Source: an optimization exercise on an open RTL-to-GDS flow (aim: small area, a short achievable clock period and few clock cycles). Production flows keep margins and buffers that such runs may drop.
Function was checked by simulation only, so behaviour that the tests miss may differ from the original.
Power figures rest on the tool's default switching activity, not on a simulated workload.

Setup of before:
// cpu
module cpu (
    input clk,
    input reset,
    output [31:0] iaddr,
    input [31:0] idata,
    output reg [31:0] daddr,
    input [31:0] drdata,
    output reg [31:0] dwdata,
    output reg [3:0] dwe
);
For scale: ~1300 flip-flops, ~170 I/O pins, ~0.063 mm^2 of cells after synthesis.
clock: 11.0 ns
lec_check: 0
cap_margin: 20
core_margin: 2
core_utilization: 40
cts_buf_list: sky130_fd_sc_hd__clkbuf_8
place_density: 0.6
slew_margin: 20
setup_slack_margin: 7
buffer_ports_args: -buffer_cell sky130_fd_sc_hd__buf_4
standard.sh (not shown) runs the stock make flow with config.mk's settings and CLKGATE_MAP_FILE= SYNTH_SCRIPT=/design/flow/synth_recipe.tcl, a recipe that flattens the netlist after the stock synthesis.
==> flow/flow/run.sh <==
#!/bin/bash
# The standard layout (standard.sh), with two extra ORFS settings from
# flow/extra.mk: repair_timing aims for extra setup slack (SETUP_SLACK_MARGIN),
# and ports are buffered with a regular buffer instead of a delay cell.
# The clock period, SDC and every other setting are the standard flow's.
set -euo pipefail
cat flow/extra.mk >> config.mk
bash standard.sh finish > standard_flow.log 2>&1
==> flow/flow/extra.mk <==
export SETUP_SLACK_MARGIN = 7
export BUFFER_PORTS_ARGS = -buffer_cell sky130_fd_sc_hd__buf_4
before: all stages complete, timing, DRC and antenna checks passed
Testbench counts of before, summed over its fixed seeds: cycles 67,781.
What after does differently from before at the input level:
--- a/flow/design.v
+++ b/flow/design.v
@@ -134,13 +134,12 @@
     output reg [3:0] dwe
 );
     reg [31:2] pc;
     reg [31:0] ex_a, ex_b, ex_c;
     reg [12:1] ex_imm;         
     reg        ex_pred;        
-    reg        ex_auipc;
     reg        ex_issued;      
     reg        ex_killed;      
     reg        ex_wr;          
     reg [4:0]  ex_rd;
     reg        ex_load, ex_store, ex_branch, ex_jal, ex_jalr, ex_link;
     reg [2:0]  ex_f3;
@@ -194,16 +193,12 @@
                      .write_enable(mem_we), .write_address(mem_rd), .write_data(wb_val),
                      .reg1_data(rf1), .reg2_data(rf2));
     wire byp1 = mem_we & (mem_rd == rs1);
     wire byp2 = mem_we & (mem_rd == rs2);
     wire [5:0] jal_lo = {1'b0, pc[6:2]} + {1'b0, imm_j[6:2]};
     wire jal_fd = op_jal & (imm_j[20:7] == 14'd0) & ~jal_lo[5];
-    wire [5:0] jr_lo = {1'b0, ex_a[6:2]} + {1'b0, imm_i[6:2]};
-    wire [31:12] auipc_hi = ex_a[31:12] + ex_b[31:12];
-    wire jalr_fd = op_jalr & ex_we & ex_auipc & (ex_rd == rs1) &
-                   (imm_i[11:7] == 5'd0) & ~jr_lo[5];
     wire [29:0] pc4_hi;
     wire pc4_c;
     prefix_add #(.W(30)) inc4(.a(pc), .b(30'd0), .cin(1'b1), .s(pc4_hi), .cout(pc4_c));
     wire [31:0] pc_plus4 = {pc4_hi, 2'b00};
     wire uses_rs1 = ~(op_lui | op_auipc | op_jal);
     wire uses_rs2 = op_reg | op_store | op_branch;
@@ -237,13 +232,13 @@
     alu A(.a(fa), .b(fb), .sub(ex_sub), .sra(ex_sra),
           .sel_add(ex_sel_add), .sel_slt(ex_sel_slt), .sel_sltu(ex_sel_sltu),
           .sel_xor(ex_sel_xor), .sel_or(ex_sel_or), .sel_and(ex_sel_and),
           .sel_sll(ex_sel_sll), .sel_srl(ex_sel_srl),
           .sum(sum), .eq(eq), .lt(lt), .ltu(ltu), .result(alu_res));
     wire cond = (ex_f3[2] ? (ex_f3[1] ? ltu : lt) : eq) ^ ex_f3[0];
-    wire ex_redirect = ex_valid & (((ex_jal | ex_jalr) & ~ex_pred) | (ex_branch & cond));
+    wire ex_redirect = ex_valid & ((ex_jal & ~ex_pred) | ex_jalr | (ex_branch & cond));
     wire [31:0] br_target;
     pc_rel #(.N(13)) t_br(.pc(ex_c), .imm({ex_imm, 1'b0}), .t(br_target));
     wire [31:0] ex_target = ex_branch ? br_target : {sum[31:1], 1'b0};
     wire [31:0] ex_res = ex_link ? ex_c : alu_res;
     wire ld   = ex_load;
     wire ld_b = (ex_f3[1:0] == 2'b00);
@@ -256,28 +251,23 @@
     wire [3:0] st_mask = ex_f3[1] ? 4'b1111 :
                          ex_f3[0] ? (sum[1] ? 4'b1100 : 4'b0011) :
                          (4'b0001 << sum[1:0]);
     wire [31:0] st_data = ex_f3[1] ? fc :
                           ex_f3[0] ? {2{fc[15:0]}} : {4{fc[7:0]}};
     assign iaddr = {pc, 2'b00};
-    reg [31:2] fd_next;
-    always @(*) begin
-        if (load_use)
-            fd_next = pc;
-        else if (jal_fd)
-            fd_next = {pc[31:7], jal_lo[4:0]};
-        else if (jalr_fd)
-            fd_next = {auipc_hi, ex_a[11:7], jr_lo[4:0]};
-        else
-            fd_next = pc_plus4[31:2];
-    end
     always @(posedge clk) begin
         if (reset)
             pc <= 30'd0;
+        else if (ex_redirect)
+            pc <= ex_target[31:2];
+        else if (load_use)
+            pc <= pc;
+        else if (jal_fd)
+            pc <= {pc[31:7], jal_lo[4:0]};
         else
-            pc <= ex_redirect ? ex_target[31:2] : fd_next;
+            pc <= pc_plus4[31:2];
     end
     wire issue = ~reset & ~load_use;
     always @(posedge clk) begin
         ex_issued <= issue;
         ex_killed <= ex_redirect;
         ex_wr    <= issue & writes_rd;
@@ -302,14 +292,13 @@
         ex_sel_sll  <= (op_reg | op_imm) & (funct3 == 3'b001);
         ex_sel_srl  <= (op_reg | op_imm) & (funct3 == 3'b101);
         ex_a <= fd_a;
         ex_b <= fd_b;
         ex_c <= fd_c;
         ex_imm <= imm_b[12:1];
-        ex_pred <= jal_fd | jalr_fd;
-        ex_auipc <= op_auipc;
+        ex_pred <= jal_fd;
         ex_fa <= a_is_rs & ex_we & (ex_rd == rs1);
         ex_fb <= b_is_rs & ex_we & (ex_rd == rs2);
         ex_fc <= op_store & ex_we & (ex_rd == rs2);
     end
     always @(posedge clk) begin
         daddr    <= ex_res;
Compared with before, in after count of buffers not belonging to the clock network in the layout has increased, growth of design area from synthesis to finish has increased, leakage power has decreased, overall global routing resource usage has increased, global-route track usage on met3 has increased.
Worst path setup slack after routing in after is 0.26 ns below before.
In after the post-placement worst setup slack turned out 0.29 ns higher than in before.
The initial cell density of the core of after and that of before are within noise of each other.
Comparing after with before, the H-tree depth reported by CTS came out essentially unchanged.
Taking after as 1.0, before lands at 1.06 on fmax.
Sort before and after by core utilization, descending, and after comes first.
Detailed route wirelength on metal2 in after is 3.5% below before.
Testbench counts of after, summed over its fixed seeds: cycles 69,118.

==> re-timing with driven ports <==
The results above use ideal ports. As a check the final layouts listed here were re-extracted and re-timed, cells and wires unchanged. Step 1 assumes that a clkbuf_16 drives the clock port and a buf_2 every other input. Step 2 also shifts input and output timing later by t, the mid clock arrival at the registers, as if the neighbouring blocks saw the same clock. Three values: ideal ports, drivers, drivers and shift; two values: the first two.
run | t (ns) | setup slack, ns | slew at the worst register clock pin (ns)
before | 1.071 | 6.840 / 6.840 / 5.837 | 0.08 / 0.08
after | 1.055 | 6.583 / 6.633 / 5.577 | 0.07 / 0.07
After both steps every run listed still meets setup and hold. The setup slack of after, which loses most, moves by +0.050 ns with the drivers and by -1.006 ns with both steps.
